Context: an optimization exercise on an open-source flow, tuned for small area. The choices shown serve that exercise and are no tape-out recipe.
Only simulation tests tie the RTL to the original design; equivalence was not proved.
Power and IR drop assume default switching activity.

==> inputs of job 6765 <==
// Cpu
module Cpu(
	clk,
	rst,
	instr_addr,
	instr,
	data_addr,
	data_in,
	data_out,
	mem_read,
	mem_write
);
input wire clk;
input wire rst;
output wire [31:0] instr_addr;
input wire [31:0] instr;
output wire [31:0] data_addr;
output wire [31:0] data_out;
input wire [31:0] data_in;
output wire mem_write;
output wire mem_read;
wire [5:0] op    = instr[31:26];
wire [4:0] rs    = instr[25:21];
wire [4:0] rt    = instr[20:16];
wire [4:0] rd    = instr[15:11];
wire [5:0] funct = instr[5:0];
wire [15:0] imm  = instr[15:0];
wire is_slt  = (op == 6'h00) & (funct == 6'h2A);
wire is_lw   = (op == 6'h23);
wire is_sw   = (op == 6'h2B);
wire is_addi = (op == 6'h08);
wire is_beq  = (op == 6'h04);
wire is_j    = (op == 6'h02);
wire is_halt = (op == 6'h3F);
wire use_imm   = is_lw | is_sw | is_addi;
wire wr_rt     = is_lw | is_addi;
wire reg_write = ~(is_sw | is_beq | is_halt);
wire [4:0] wa  = wr_rt ? rt : rd;
reg [31:2] pc;
assign instr_addr = {pc, 2'b00};
reg  [31:1] valid;
wire [31:1] we;
wire [31:1] sel_a;
wire [31:1] sel_b;
wire [31:0] wdata;
wire [32*32-1:0] rf;
assign rf[31:0] = 32'd0;
genvar i;
genvar j;
generate
	for (i = 1; i < 32; i = i + 1) begin : r
		reg  [31:0] q;
		wire [31:0] d;
		assign we[i]    = reg_write & (wa == i);
		assign sel_a[i] = valid[i] & (rs == i);
		assign sel_b[i] = valid[i] & (rt == i);
		assign rf[32*i +: 32] = q;
  ...
==> module Cpu, before the edit <==
module Cpu(
	clk,
	rst,
	instr_addr,
	instr,
	data_addr,
	data_in,
	data_out,
	mem_read,
	mem_write
);
input wire clk;
input wire rst;
output wire [31:0] instr_addr;
input wire [31:0] instr;
output wire [31:0] data_addr;
output wire [31:0] data_out;
input wire [31:0] data_in;
output wire mem_write;
output wire mem_read;
wire [5:0] op    = instr[31:26];
wire [4:0] rs    = instr[25:21];
wire [4:0] rt    = instr[20:16];
wire [4:0] rd    = instr[15:11];
wire [5:0] funct = instr[5:0];
wire [15:0] imm  = instr[15:0];
wire is_slt  = (op == 6'h00) & (funct == 6'h2A);
wire is_lw   = (op == 6'h23);
wire is_sw   = (op == 6'h2B);
wire is_addi = (op == 6'h08);
wire is_beq  = (op == 6'h04);
wire is_j    = (op == 6'h02);
wire is_halt = (op == 6'h3F);
wire use_imm   = is_lw | is_sw | is_addi;
wire wr_rt     = is_lw | is_addi;
wire reg_write = ~(is_sw | is_beq | is_halt);
wire [4:0] wa  = wr_rt ? rt : rd;
reg [31:2] pc;
assign instr_addr = {pc, 2'b00};
reg  [31:1] valid;
wire [31:1] we;
wire [31:1] sel_a;
wire [31:1] sel_b;
wire [31:0] wdata;
wire [32*32-1:0] rf;
assign rf[31:0] = 32'd0;
genvar i;
genvar j;
generate
	for (i = 1; i < 32; i = i + 1) begin : r
		reg  [31:0] q;
		wire [31:0] d;
		assign we[i]    = reg_write & (wa == i);
		assign sel_a[i] = valid[i] & (rs == i);
		assign sel_b[i] = valid[i] & (rt == i);
		assign rf[32*i +: 32] = q;
		for (j = 0; j < 32; j = j + 1) begin : b
			rf_hold hold(.we(we[i]), .wen(~we[i]), .wd(wdata[j]), .q(q[j]), .d(d[j]));
		end
		always @(posedge clk)
			q <= d;
	end
endgenerate
always @(posedge clk or posedge rst)
	if (rst)
		valid <= 31'd0;
	else
		valid <= valid | we;
wire [32*10-1:0] ga_n;
wire [32*10-1:0] gb_n;
generate
	for (i = 0; i < 10; i = i + 1) begin : g
		for (j = 0; j < 32; j = j + 1) begin : b
			rf_aoi3 ra(.s0(sel_a[3*i+1]), .s1(sel_a[3*i+2]), .s2(sel_a[3*i+3]),
			           .a(rf[32*(3*i+1)+j]), .b(rf[32*(3*i+2)+j]), .c(rf[32*(3*i+3)+j]),
			           .y(ga_n[32*i+j]));
			rf_aoi3 rb(.s0(sel_b[3*i+1]), .s1(sel_b[3*i+2]), .s2(sel_b[3*i+3]),
			           .a(rf[32*(3*i+1)+j]), .b(rf[32*(3*i+2)+j]), .c(rf[32*(3*i+3)+j]),
			           .y(gb_n[32*i+j]));
		end
	end
endgenerate
reg [31:0] rs_data;
reg [31:0] rt_data;
integer k;
always @(*) begin
	rs_data = {32{sel_a[31]}} & rf[32*31 +: 32];
	rt_data = {32{sel_b[31]}} & rf[32*31 +: 32];
	for (k = 0; k < 10; k = k + 1) begin
		rs_data = rs_data | ~ga_n[32*k +: 32];
		rt_data = rt_data | ~gb_n[32*k +: 32];
	end
end
wire [31:2] pc4 = pc + 30'd1;
wire [31:0] imm_ext = {{16{imm[15]}}, imm};
wire [31:0] a   = is_beq ? {2'b00, pc4} : rs_data;
wire [31:0] b   = (use_imm | is_beq) ? imm_ext : (rt_data ^ {32{is_slt}});
wire [31:0] sum = a + b + {31'd0, is_slt};
wire eq = (rs_data == rt_data);
wire lt = (rs_data[31] ^ rt_data[31]) ? rs_data[31] : sum[31];
assign wdata = is_lw ? data_in : (is_slt ? {31'd0, lt} : sum);
assign data_addr = sum;
assign data_out  = rt_data;
assign mem_read  = is_lw;
assign mem_write = is_sw;
wire [31:2] target = sum[29:0];
always @(posedge clk or posedge rst)
	if (rst)
		pc <= 30'h00000BFF;
	else if (is_beq & eq)
		pc <= target;
	else if (is_j)
		pc <= {pc4[31:28], instr[25:0]};
	else if (!is_halt)
		pc <= pc4;
endmodule
Settings: LEC_CHECK=0, CAP_MARGIN=10, CORE_MARGIN=2, CORE_UTILIZATION=50, PLACE_DENSITY=0.62, SETUP_SLACK_MARGIN=0.2, SLEW_MARGIN=10, SYNTH_HIERARCHICAL=1; clock period 12.0 ns.
standard.sh (not shown) runs the stock make flow with config.mk's settings and CLKGATE_MAP_FILE= SYNTH_SCRIPT=/design/flow/synth_recipe.tcl, a recipe that flattens the netlist after the stock synthesis.
==> flow/flow/run.sh <==
#!/bin/bash
# Layout flow: the standard ORFS flow with smaller port buffers and a
# leaner clock tree (larger sink clusters, no dummy loads).
set -euo pipefail
export BUFFER_PORTS_ARGS="-buffer_cell sky130_fd_sc_hd__buf_1"
export CTS_ARGS="-sink_clustering_enable -repair_clock_nets -dont_use_dummy_load -sink_clustering_size 24 -sink_clustering_max_diameter 80"
bash standard.sh finish > standard_flow.log 2>&1
==> job 3710: changes against job 6765 <==
--- a/flow/design.v
+++ b/flow/design.v
@@ -35,6 +35,7 @@
 wire wr_rt     = is_lw | is_addi;
 wire reg_write = ~(is_sw | is_beq | is_halt);
 wire [4:0] wa  = wr_rt ? rt : rd;
+wire sub       = is_slt | is_beq;
 reg [31:2] pc;
 assign instr_addr = {pc, 2'b00};
 reg  [31:1] valid;
@@ -91,11 +92,9 @@
 		rt_data = rt_data | ~gb_n[32*k +: 32];
 	end
 end
-wire [31:2] pc4 = pc + 30'd1;
 wire [31:0] imm_ext = {{16{imm[15]}}, imm};
-wire [31:0] a   = is_beq ? {2'b00, pc4} : rs_data;
-wire [31:0] b   = (use_imm | is_beq) ? imm_ext : (rt_data ^ {32{is_slt}});
-wire [31:0] sum = a + b + {31'd0, is_slt};
+wire [31:0] b   = use_imm ? imm_ext : (rt_data ^ {32{sub}});
+wire [31:0] sum = rs_data + b + {31'd0, sub};
 wire eq = (rs_data == rt_data);
 wire lt = (rs_data[31] ^ rt_data[31]) ? rs_data[31] : sum[31];
 assign wdata = is_lw ? data_in : (is_slt ? {31'd0, lt} : sum);
@@ -103,7 +102,8 @@
 assign data_out  = rt_data;
 assign mem_read  = is_lw;
 assign mem_write = is_sw;
-wire [31:2] target = sum[29:0];
+wire [31:2] pc4    = pc + 30'd1;
+wire [31:2] target = pc4 + imm_ext[29:0];
 always @(posedge clk or posedge rst)
 	if (rst)
 		pc <= 30'h00000BFF;
==> flow/run.sh (new file) <==
#!/bin/bash
# synth_recipe.tcl (not shown) runs the flow's synth.tcl, then flattens the netlist and writes it again
# the make line also repeats each setting of config.mk as NAME=value (left out here)
make -C /OpenROAD-flow-scripts/flow DESIGN_CONFIG=/design/flow/config.mk WORK_HOME=/design/flow/orfs CLKGATE_MAP_FILE= SYNTH_SCRIPT=/design/flow/synth_recipe.tcl finish
CAP_MARGIN = 20   (was 10)
CORE_UTILIZATION = 35   (was 50)
PLACE_DENSITY = default   (was 0.62)
SLEW_MARGIN = 20   (was 10)
removed: flow/flow/run.sh
removed: flow/standard.sh
==> job 3085: changes against job 6765 <==
--- a/flow/design.v
+++ b/flow/design.v
@@ -91,11 +91,10 @@
 		rt_data = rt_data | ~gb_n[32*k +: 32];
 	end
 end
-wire [31:2] pc4 = pc + 30'd1;
 wire [31:0] imm_ext = {{16{imm[15]}}, imm};
-wire [31:0] a   = is_beq ? {2'b00, pc4} : rs_data;
+wire [31:0] a   = is_beq ? {2'b00, pc} : rs_data;
 wire [31:0] b   = (use_imm | is_beq) ? imm_ext : (rt_data ^ {32{is_slt}});
-wire [31:0] sum = a + b + {31'd0, is_slt};
+wire [31:0] sum = a + b + {31'd0, is_slt | is_beq};
 wire eq = (rs_data == rt_data);
 wire lt = (rs_data[31] ^ rt_data[31]) ? rs_data[31] : sum[31];
 assign wdata = is_lw ? data_in : (is_slt ? {31'd0, lt} : sum);
@@ -103,16 +102,29 @@
 assign data_out  = rt_data;
 assign mem_read  = is_lw;
 assign mem_write = is_sw;
-wire [31:2] target = sum[29:0];
+wire [31:2] pc_inc;
+wire [32:2] pc_c;
+assign pc_c[2] = ~is_halt;
+wire taken = is_beq & eq;
+wire keep  = ~(taken | is_j);
+wire [31:2] pc_d;
+generate
+	for (i = 2; i < 32; i = i + 1) begin : pn
+		pc_inc_bit inc(.a(pc[i]), .ci(pc_c[i]), .s(pc_inc[i]), .co(pc_c[i+1]));
+		if (i < 28) begin : lo
+			pc_sel3 sel(.s0(taken), .a(sum[i-2]), .s1(is_j), .b(instr[i-2]),
+			            .s2(keep), .c(pc_inc[i]), .y(pc_d[i]));
+		end else begin : hi
+			pc_sel3 sel(.s0(taken), .a(sum[i-2]), .s1(1'b0), .b(1'b0),
+			            .s2(~taken), .c(pc_inc[i]), .y(pc_d[i]));
+		end
+	end
+endgenerate
 always @(posedge clk or posedge rst)
 	if (rst)
 		pc <= 30'h00000BFF;
-	else if (is_beq & eq)
-		pc <= target;
-	else if (is_j)
-		pc <= {pc4[31:28], instr[25:0]};
-	else if (!is_halt)
-		pc <= pc4;
+	else
+		pc <= pc_d;
 endmodule
 module rf_hold(
 	input we,
@@ -134,3 +146,23 @@
 );
 	assign y = ~((s0 & a) | (s1 & b) | (s2 & c));
 endmodule
+module pc_inc_bit(
+	input a,
+	input ci,
+	output s,
+	output co
+);
+	assign s  = a ^ ci;
+	assign co = a & ci;
+endmodule
+module pc_sel3(
+	input s0,
+	input a,
+	input s1,
+	input b,
+	input s2,
+	input c,
+	output y
+);
+	assign y = (s0 & a) | (s1 & b) | (s2 & c);
+endmodule
==> flow/flow/run.sh (replaced) <==
#!/bin/bash
# Layout flow: the standard ORFS flow with smaller port buffers and a
# leaner clock tree (larger sink clusters, no dummy loads).
set -euo pipefail
export BUFFER_PORTS_ARGS="-buffer_cell sky130_fd_sc_hd__buf_1"
export CTS_ARGS="-sink_clustering_enable -repair_clock_nets -dont_use_dummy_load -sink_clustering_size 28 -sink_clustering_max_diameter 70"
bash standard.sh finish > standard_flow.log 2>&1
==> job 4651: changes against job 6765 <==
--- a/flow/design.v
+++ b/flow/design.v
@@ -91,11 +91,10 @@
 		rt_data = rt_data | ~gb_n[32*k +: 32];
 	end
 end
-wire [31:2] pc4 = pc + 30'd1;
 wire [31:0] imm_ext = {{16{imm[15]}}, imm};
-wire [31:0] a   = is_beq ? {2'b00, pc4} : rs_data;
+wire [31:0] a   = is_beq ? {2'b00, pc} : rs_data;
 wire [31:0] b   = (use_imm | is_beq) ? imm_ext : (rt_data ^ {32{is_slt}});
-wire [31:0] sum = a + b + {31'd0, is_slt};
+wire [31:0] sum = a + b + {31'd0, is_slt | is_beq};
 wire eq = (rs_data == rt_data);
 wire lt = (rs_data[31] ^ rt_data[31]) ? rs_data[31] : sum[31];
 assign wdata = is_lw ? data_in : (is_slt ? {31'd0, lt} : sum);
@@ -103,16 +102,29 @@
 assign data_out  = rt_data;
 assign mem_read  = is_lw;
 assign mem_write = is_sw;
-wire [31:2] target = sum[29:0];
+wire [31:2] pc_inc;
+wire [32:2] pc_c;
+assign pc_c[2] = ~is_halt;
+wire taken = is_beq & eq;
+wire keep  = ~(taken | is_j);
+wire [31:2] pc_d;
+generate
+	for (i = 2; i < 32; i = i + 1) begin : pn
+		pc_inc_bit inc(.a(pc[i]), .ci(pc_c[i]), .s(pc_inc[i]), .co(pc_c[i+1]));
+		if (i < 28) begin : lo
+			pc_sel3 sel(.s0(taken), .a(sum[i-2]), .s1(is_j), .b(instr[i-2]),
+			            .s2(keep), .c(pc_inc[i]), .y(pc_d[i]));
+		end else begin : hi
+			pc_sel3 sel(.s0(taken), .a(sum[i-2]), .s1(1'b0), .b(1'b0),
+			            .s2(~taken), .c(pc_inc[i]), .y(pc_d[i]));
+		end
+	end
+endgenerate
 always @(posedge clk or posedge rst)
 	if (rst)
 		pc <= 30'h00000BFF;
-	else if (is_beq & eq)
-		pc <= target;
-	else if (is_j)
-		pc <= {pc4[31:28], instr[25:0]};
-	else if (!is_halt)
-		pc <= pc4;
+	else
+		pc <= pc_d;
 endmodule
 module rf_hold(
 	input we,
@@ -134,3 +146,23 @@
 );
 	assign y = ~((s0 & a) | (s1 & b) | (s2 & c));
 endmodule
+module pc_inc_bit(
+	input a,
+	input ci,
+	output s,
+	output co
+);
+	assign s  = a ^ ci;
+	assign co = a & ci;
+endmodule
+module pc_sel3(
+	input s0,
+	input a,
+	input s1,
+	input b,
+	input s2,
+	input c,
+	output y
+);
+	assign y = (s0 & a) | (s1 & b) | (s2 & c);
+endmodule
==> flow/flow/run.sh (replaced) <==
#!/bin/bash
# Layout flow: the standard ORFS flow with smaller port buffers and a
# leaner clock tree (larger sink clusters, no dummy loads).
set -euo pipefail
export BUFFER_PORTS_ARGS="-buffer_cell sky130_fd_sc_hd__buf_1"
export CTS_ARGS="-sink_clustering_enable -repair_clock_nets -dont_use_dummy_load -sink_clustering_size 28 -sink_clustering_max_diameter 85"
bash standard.sh finish > standard_flow.log 2>&1
==> notes <==
In sequential power, job 3085 and job 4651 hardly differ. Area after synthesis: job 6765 is smaller than job 3710 (about 2.2%). Register-to-register slack: job 3710 > job 6765 > job 3085 > job 4651. In job 3085 the clock skew is higher than in job 3710, by 0.0040 ns. Of job 4651 and job 3085, job 3085 has the higher wire length (gap about 0.3%, measured against job 3085). Final cell count: job 6765 is smaller than job 3710 (13%). Job 3085 went through all stages and came out clean. Job 6765 completed with no timing, DRC or antenna violations. Job 4651 produced a clean layout. Job 3710 went through all stages and came out clean. The lowest power belongs to job 4651, the highest to job 3710. Between job 3085 and job 3710, the lower via count is in job 3085 (gap about 4%, measured against job 3710). Combinational power: job 3085 is lower than job 3710 (30%). Between job 3085 and job 4651, the lower hold slack is in job 3085 (gap 0.0037 ns).
==> figures <==
|  | job 6765 | job 3085 | job 4651 | job 3710 |
|---|---|---|---|---|
| Unique cell type count in the Yosys netlist | 66 | 67 | 67 | 72 |
| Core Footprint | 87970 sq um | 86620 sq um | 86620 sq um | 127800 sq um |
| Initial Util | 0.5022 | 0.5044 | 0.5044 | 0.3535 |
| Fraction of post-synthesis cell area in the top cell type by area | 0.4495 | 0.4546 | 0.4546 | 0.4394 |
| Multi-In Gates | 2724 | 2602 | 2602 | 2842 |
| Headroom to the max-slew limit | 0.1383 | 0.1367 | 0.1027 | 0.1370 |
| Register area share after synthesis | 0.4844 | 0.4898 | 0.4898 | 0.4735 |
| Met2 WL | 88540 um | 84510 um | 84290 um | 85470 um |
| Clock network fraction of design power | 0.193 | 0.209 | 0.199 | 0.291 |
| Origin of the worst setup path | instr[18] | instr[18] | instr[18] | instr[21] |
| Result of the run | timing/DRC/antenna clean | timing/DRC/antenna clean | timing/DRC/antenna clean | timing/DRC/antenna clean |
| Total of clock buffers placed in the layout | 54 | 55 | 48 | 161 |
| Post-layout worst setup margin | 0.5700 ns | 0.7106 ns | 0.6550 ns | 0.4827 ns |
| Area fraction in compound gates after synthesis | 0.3938 | 0.3963 | 0.3963 | 0.3901 |
| Netlist area before placement | 44180 sq um | 43690 sq um | 43690 sq um | 45190 sq um |
| Share of power burned in registers | 0.515 | 0.526 | 0.533 | 0.423 |
| Clock group | 1.97 mW | 1.99 mW | 1.86 mW | 3.64 mW |
| Setup crit end | data_addr[28] | data_addr[28] | data_addr[28] | data_addr[31] |
| Highest cell delay on the worst timing path | 0.69 ns | 0.78 ns | 0.79 ns | 0.89 ns |
| Placed cells | 5323 | 5210 | 5210 | 5946 |
| Final routed wire length divided by cell count | 40.02 um | 39.41 um | 39.34 um | 34.98 um |
| Setup skew after layout | 0.06986 ns | 0.08624 ns | 0.06876 ns | 0.08222 ns |

==> afterwards: timing with drivers on the ports <==
No port has a modelled driver above. Below, the same layouts with a new extraction and two added sets of constraints. Step 1 assumes that a clkbuf_16 drives the clock port and a buf_2 every other input. Step 2, shift: input delay + t, output delay - t, t = (earliest + latest rising clock arrival at the registers) / 2. This alone moves slack from input paths to output paths. a / b / c = ideal / step 1 / step 2; a / b = the first two.
run	t, ns	setup slack, ns	worst hold slack (ns)	latest minus earliest clock arrival (ns)
job 6765	0.739	0.570 / 0.455 / 0.455	0.484 / 0.484 / 0.484	0.070 / 0.070
job 3710	0.786	0.483 / 0.454 / 0.454	0.476 / 0.476 / 0.476	0.082 / 0.082
job 3085	0.752	0.711 / 0.674 / 0.674	0.489 / 0.489 / 0.489	0.086 / 0.086
job 4651	0.715	0.655 / 0.622 / 0.622	0.492 / 0.492 / 0.492	0.068 / 0.069
After both steps setup and hold are still met in every run listed. For job 6765, which loses most, drivers alone change the setup slack by -0.115 ns; drivers and shift together by -0.115 ns.
